From an optimization exercise on the open Yosys and OpenROAD flow, aimed at small area, a short achievable clock period and few clock cycles per item; shortcuts taken in it are not production practice.
Function was checked by simulation only, so behaviour that the tests miss may differ from the original.
Power figures rest on the tool's default switching activity, not on a simulated workload.

==> design.v <==
module cordicp(
  x,
  clk,
  rst,
  en,
  lookup,
  y,
  valid);
input [31:0] x;
input clk;
input en;
input rst;
input [2047:0] lookup;
wire [63:0] tab [31:0];
output reg [63:0] y;
output reg valid;
reg [63:0] x_reg;
reg [4:0] counter;
reg [1:0] state;
  parameter E_IDLE  = 2'd0;
  parameter E_CALC  = 2'd1;
always @ (posedge clk) begin
  if (rst == 1'b1) begin
    x_reg <= {16'h00, x, 16'h00};
    y <= 64'h0000_0001_0000_0000;  
    counter <= 4'b0;
    valid <= 1'b0;
    state <= E_IDLE;
  end else begin
  case (state)
    E_IDLE: begin
      x_reg <= {16'h00, x, 16'h00};
      valid <= 1'b0;
      if (en == 1'b1) begin
        state <= E_CALC;
        y <= 64'h0000_0001_0000_0000;  
      end
    end
    E_CALC: begin
      counter <= counter+1;
      if (x_reg > tab[counter]) begin
        x_reg <= x_reg - tab[counter];
        if (counter < 5'd16)
          y <= y << (5'd16 - counter);
        else
          y <= y + (y >> (counter - 5'd15));
      end
      if (counter == 5'd31) begin
        state <= E_IDLE;
        valid <= 1'b1;
      end
    end
  endcase
  end
end
genvar i;
generate
  for (i=0; i<32; i=i+1) begin : U
    assign tab[31-i] = lookup[(i*64+63):i*64];
  end
endgenerate
endmodule
module cordicn(
  x,
  clk,
  rst,
  en,
  lookup,
  y,
  valid);
input [31:0] x;
input clk;
input en;
input rst;
input [2047:0] lookup;
wire [63:0] tab [31:0];
output reg [63:0] y;
output reg valid;
reg [63:0] x_reg;
reg [4:0] counter;
reg [1:0] state;
  parameter E_IDLE  = 2'd0;
  parameter E_CALC  = 2'd1;
always @ (posedge clk) begin
  if (rst == 1'b1) begin
    x_reg <= {16'h00, x, 16'h00};
    y <= 64'h0000_0001_0000_0000;  
    counter <= 4'b0;
    valid <= 1'b0;
    state <= E_IDLE;
  end else begin
  case (state)
    E_IDLE: begin
      x_reg <= {16'h00, x, 16'h00};
      valid <= 1'b0;
      if (en == 1'b1) begin
        state <= E_CALC;
        y <= 64'h0000_0001_0000_0000;  
      end
    end
    E_CALC: begin
      counter <= counter+1;
      if (x_reg > tab[counter]) begin
        x_reg <= x_reg - tab[counter];
        if (counter < 5'd16)
          y <= y >> (5'd16 - counter);
        else
          y <= y - (y >> (counter - 5'd14));
      end
      if (counter == 5'd31) begin
        state <= E_IDLE;
        valid <= 1'b1;
      end 
    end
  endcase
  end
end
genvar i;
generate
  for (i=0; i<32; i=i+1) begin : U
    assign tab[31-i] = lookup[(i*64+63):i*64];
  end
endgenerate
endmodule
module top
(
  clk,
  rst,
  x,
  en,
  epx,
  sinhx,
  coshx,
  valid
);
input             clk;
input             rst;
input      [31:0] x;
input             en;
output reg [31:0] epx;
       reg [31:0] enx;
output reg [31:0] sinhx;
output reg [31:0] coshx;
output reg        valid;
wire [2047:0] lookupp;
wire [2047:0] lookupn;
wire   [31:0] w_sinhx;
wire   [31:0] w_coshx;
wire   [63:0] w_epx;
wire   [63:0] w_enx;
wire          w_valid;
wire          validp;
wire          validn;
cordicp epos (
  .x      (x),
  .clk    (clk),
  .rst    (rst),
  .en     (en),
  .lookup (lookupp),
  .y      (w_epx),
  .valid  (validp)
);
cordicn eneg (
  .x      (x),
  .clk    (clk),
  .rst    (rst),
  .en     (en),
  .lookup (lookupn),
  .y      (w_enx),
  .valid  (validn)
);
always @ (posedge clk) begin
  if (rst == 1'b1) begin
    epx   <= 32'b0;
    enx   <= 32'b0;
    sinhx <= 32'b0;
    coshx <= 32'b0;
    valid <=  1'b0;
  end else begin
  if (validp == 1'b1)
    epx <= w_epx[47:16];
  if (validn == 1'b1)
    enx <= w_enx[47:16];
  sinhx <= w_sinhx;
  coshx <= w_coshx;
  valid <= w_valid;
  end
end
assign w_sinhx = (w_epx [47:16] - w_enx [47:16]) >> 1;
assign w_coshx = (w_epx [47:16] + w_enx [47:16]) >> 1;
assign w_valid = validn & validp;
assign lookupp = { 
  64'h0000_000B_1721_7F7D,    
  64'h0000_000A_65AF_6785,    
  64'h0000_0009_B43D_4F8D,    
  64'h0000_0009_02CB_3795,    
  64'h0000_0008_5159_1F9D,    
  64'h0000_0007_9FE7_07A6,    
  64'h0000_0006_EE74_EFAE,    
  64'h0000_0006_3D02_D7B6,    
  64'h0000_0005_8B90_BFBE,    
  64'h0000_0004_DA1E_A7C6,    
  64'h0000_0004_28AC_8FCE,    
  64'h0000_0003_773A_77D7,    
  64'h0000_0002_C5C8_5FDF,   
  64'h0000_0002_1456_47E7,   
  64'h0000_0001_62E4_2FEF,   
  64'h0000_0000_B172_17F7,   
  64'h0000_0000_67CC_8FB2,   
  64'h0000_0000_391F_EF8F,   
  64'h0000_0000_1E27_076E,  
  64'h0000_0000_0F85_1860, 
  64'h0000_0000_07E0_A6C3, 
  64'h0000_0000_03F8_1516, 
  64'h0000_0000_01FE_02A6, 
  64'h0000_0000_00FF_8055, 
  64'h0000_0000_007F_E00A,
  64'h0000_0000_003F_F801,
  64'h0000_0000_001F_FE00,
  64'h0000_0000_000F_FF80,
  64'h0000_0000_0007_FFE0,
  64'h0000_0000_0003_FFF8,
  64'h0000_0000_0001_FFFE,
  64'h0000_0000_0000_FFFF
  };
assign lookupn = {
    64'h0000_000B_1721_7F7D,      
    64'h0000_000A_65AF_6785,      
    64'h0000_0009_B43D_4F8D,      
    64'h0000_0009_02CB_3795,      
    64'h0000_0008_5159_1F9D,      
    64'h0000_0007_9FE7_07A6,      
    64'h0000_0006_EE74_EFAE,      
    64'h0000_0006_3D02_D7B6,      
    64'h0000_0005_8B90_BFBE,      
    64'h0000_0004_DA1E_A7C6,      
    64'h0000_0004_28AC_8FCE,      
    64'h0000_0003_773A_77D7,      
    64'h0000_0002_C5C8_5FDF,     
    64'h0000_0002_1456_47E7,     
    64'h0000_0001_62E4_2FEF,     
    64'h0000_0000_B172_17F7, 
    64'h0000_0000_49A5_8844, 
    64'h0000_0000_222F_1D04, 
    64'h0000_0000_1085_98B5, 
    64'h0000_0000_0820_AEC4, 
    64'h0000_0000_0408_1596,
    64'h0000_0000_0202_02AE,
    64'h0000_0000_0100_8055,
    64'h0000_0000_0080_200A,
    64'h0000_0000_0040_0801,
    64'h0000_0000_0020_0200,
    64'h0000_0000_0010_0080,
    64'h0000_0000_0008_0020,
    64'h0000_0000_0004_0008,
    64'h0000_0000_0002_0002,
    64'h0000_0000_0001_0000,
    64'h0000_0000_0000_8000
    };
endmodule
==> run.sh <==
#!/bin/bash
# synth_recipe.tcl (not shown) runs the flow's synth.tcl, then flattens the netlist and writes it again
# the make line also repeats each setting of config.mk as NAME=value (left out here)
make -C /OpenROAD-flow-scripts/flow DESIGN_CONFIG=/design/flow/config.mk WORK_HOME=/design/flow/orfs CLKGATE_MAP_FILE= SYNTH_SCRIPT=/design/flow/synth_recipe.tcl finish
==> config.mk <==
export PLATFORM = sky130hd
export DESIGN_NAME = top
export DESIGN_NICKNAME = top
export VERILOG_FILES = /design/flow/design.v
export SDC_FILE = /design/flow/constraint.sdc
export NUM_CORES = 4
export LEC_CHECK = 0
export CAP_MARGIN = 20
export CORE_MARGIN = 2
export CORE_UTILIZATION = 40
export PLACE_DENSITY = 0.6
export SLEW_MARGIN = 20
==> constraint.sdc <==
create_clock -name core_clock -period 8.0 [get_ports {clk}]
set_input_delay 1.6000 -clock core_clock [delete_from_list [all_inputs] [get_ports {clk}]]
set_output_delay 1.6000 -clock core_clock [all_outputs]
set_load 0.01 [all_outputs]
==> flow_summary.yaml <==
global_routing:
  grtUsageTotal_pct: 31.04
  grt_remaining_overflow: 0
  grt_max_degree: 133
  antenna_found_initial: 2
  grt_pass1_vias: 42860
  grt_pass1_wl_um: 271700
sta:
  setup_slack_ns: 0.5672
  period_needed_ns: 7.433
  finalCritPeriodShare_pct: 92.91
  setup_viol: 0
  hold_viol: 0
  hold-worst-slack_ns: 0.4587
  worst_pin_slew_ns: 1.283
  setup_tns_ns: 0
  max_freq_ghz: 0.1345
  skew_ns: 0.03738
  maxSlewViolCount: 0
  relSlewSlack_pct: 13.58
  rsz0062_at_grt: "no"
floorplanning:
  start_util_pct: 40.19
  rows: 121
  dieArea_mm2: 0.1116
  die_w_um: 334.0
  ios: 132
  die_y_um: 334.0
  core_area_mm2: 0.1084
finish:
  syn_to_final_growth_pct: 10.07
  layout_common_cells: "798 x nor2_1, 712 x nand2_1, 576 x a21oi_1"
  nets: 6195
  mostFrequentLayoutCell: "nor2_1"
  final_cells: 7328
  post-route-util_pct: 44.24
  drive_above_1_share_pct: 7.746
worst_setup_path:
  startpoint_type: "flop"
  cp-end-kind: "flop"
  crit_required_ns: 8.37
  crit_arrival_ns: 7.80
  crit_fanout: 38
  rrSetupSlack_ns: 0.57
  worstReg2RegStart: "eneg.counter[1]"
  reg2reg_to: "eneg.x_reg[37]"
  reg2reg_depth: 17
  path_class: "reg -> reg"
placed_design:
  place_ws_ns: 0.7794
  dp_cells: 7238
  io_buffers: 129
  gp_congestion: 1.035
  dpl.hpwl_um: 136400
worst_hold_path:
  min_path_cells: 2
  hold_class: "reg -> reg"
  hold_end: "eneg.x_reg[5]"
  hp-start: "eneg.x_reg[5]"
cts:
  cts.root.buffer_cell: "clkbuf_16"
  clkSinkCount: 365
  clkTransAtPathRegs_ns: 0.06
  cts_inserted_buffers: 50
  postCtsSetupBuffers: 0
  clock_latency_ns: 0.66
  clk_path_buf_depth: 3
  cts_resized: 0
  ctsHoldBuffers: 0
  htreeDepth: 2
  cts_tree: "yes"
route:
  vias_per_cell: 6.420
  wl_um: 180700
  drc: 0
  firstDrtPassIters: 8
  post_drt_wl_per_cell_um: 24.66
  first_iter_violations: 6281
  final_antenna_net_count: 0
  vias: 47047
logic_synthesis:
  netlist_area_mm2: 0.04357
  synth-xor-area-share_pct: 5.287
  yosys_warnings: 3
  post_synth_fa_ha_maj_area_fraction_pct: 8.259
  synth_edf_count: 64
  async_flop_share_pct: 0
  yosys.area_share.simple_pct: 21.75
  ys_dominant_reg_cell: "dfxtp_1"
  synth-compound-area-share_pct: 27.95
  synth_top_family_by_area: "compound AO/OA/AOI/OAI gates"
  ys_ff_latch: 365
  synth_cells: 6027
  syn_avg_cell_area_um2: 7.229
  ys_types: 89
  yosysSeqAreaShare_pct: 18.24
  muxShareOfSynthArea_pct: 13.34
outcome:
  status: "complete, no violations"
power:
  leakagePower_nw: 19.69
  vdd_drop_max_uv: 159.1
  powerDensity_mw_per_mm2: 226.0
flow_run:
  cap_violations: 0
metal layers:
layer	routed length, µm	global-route usage [%]
met2	77680	47.36
met1	78280	43.57
met3	18230	6.483
met5	0	0
met4	6527	9.718
worst max-delay path by stage:
stage / endpoint / start
after floorplan: epos.x_reg[52] / epos.counter[0]
after global placement: eneg.x_reg[37] / eneg.counter[1]
after detailed placement: eneg.x_reg[37] / eneg.counter[1]
after CTS: eneg.x_reg[37] / eneg.counter[1]
after global routing: eneg.x_reg[37] / eneg.counter[1]
final: eneg.x_reg[37] / eneg.counter[1]
cell type report:
| cell class | count | area [µm²] |
|---|---|---|
| antenna | 1 | 2.502 |
| clock buffer | 67 | 1491 |
| clock inverter | 22 | 291.5 |
| fill | 11059 | 60440 |
| inverter | 140 | 525.5 |
| multi-input combinational | 5071 | 33680 |
| sequential | 365 | 7964 |
| tap | 1414 | 1769 |
| timing repair buffer | 248 | 2232 |
worst max-delay path, stage by stage, from the launching register on:
cell and delay, ns:
dfxtp_4 0.36, buf_4 0.38, ha_1 0.72, buf_4 0.26
nor2_1 0.12, o31ai_1 0.58, o21ai_0 0.19, a311oi_1 0.54
ha_1 0.36, nand4_1 0.25, a2111oi_0 0.71, o311ai_0 0.24
buf_4 0.20, a2111oi_0 0.91, o211ai_1 0.45, nand2_1 0.58
xor2_1 0.18, o21ai_0 0.09
logic make-up (layout without fill, tap and decap cells):
family,after synthesis,count (layout)
compound gates,1952,1952
xor+xnor,263,263
flops,365,365
other cells,1,3
buf+inv,592,477
mux,432,432
simple gates,2138,2138
fa+ha+maj,284,284
Yosys cell counts, drive strengths merged (35+ instances only):
cell,number,share of area [%]
a211oi,109,1.9
buf,65,0.62
a21o,154,2.7
nand2,715,6.2
xor2,92,1.8
ha,278,8.0
dfxtp,301,14
a31oi,75,1.1
nand3,115,1.3
edfxtp,64,4.4
o31ai,44,0.76
clkbuf,387,3.3
o21ai,515,5.9
inv,135,1.2
and3,35,0.50
mux2,48,1.2
mux4,114,5.9
nor2b,36,0.52
a21oi,578,6.6
o21bai,66,1.1
nand4,60,0.86
o211ai,94,1.6
nor3,113,1.3
or3,40,0.62
nand2b,65,0.93
mux2i,270,6.2
nor2,801,6.9
xnor2,171,3.4
through the flow:
step                      instance area, µm²  total power, mW
final                                  47950            10.84
after global routing                   47950            11.40
after CTS                              47950            10.71
after detailed placement               46160            8.218
after global placement                 46160            8.231
after floorplan                        43590            6.331
power by group:
part	total [mW]	leakage (nW)	switching (mW)	internal (mW)
Sequential	2.30	3.13	0.228	2.07
Combinational	6.09	15.7	3.85	2.24
Clock	2.45	0.867	1.00	1.45
Testbench counts, summed over its fixed seeds: cycles 69,640, items 2,048.

==> port drivers added, routing unchanged <==
No port has a modelled driver above. Below, the same layout with a new extraction and two added sets of constraints. Step 1 (the two cells are an assumption about what drives the block):
set clk [get_ports {clk}]
set_driving_cell -lib_cell sky130_fd_sc_hd__clkbuf_16 $clk
set_driving_cell -lib_cell sky130_fd_sc_hd__buf_2 [delete_from_list [all_inputs] $clk]
Step 2, shift: input delay + t, output delay - t, t = (earliest + latest rising clock arrival at the registers) / 2. This alone moves slack from input paths to output paths. Three values: ideal, step 1, step 2; two values: the first two.
shift t [ns]: 0.715
setup WS [ns]: 0.567 / 0.567 / 0.567
latest minus earliest clock arrival (ns): 0.038 / 0.038
worst data-port slew with drivers (ns): 0.10
pins driven straight from the clock port: 1
After both steps setup and hold are still met in this run. For this run, drivers alone change the setup slack by 0.000 ns; drivers and shift together by 0.000 ns.
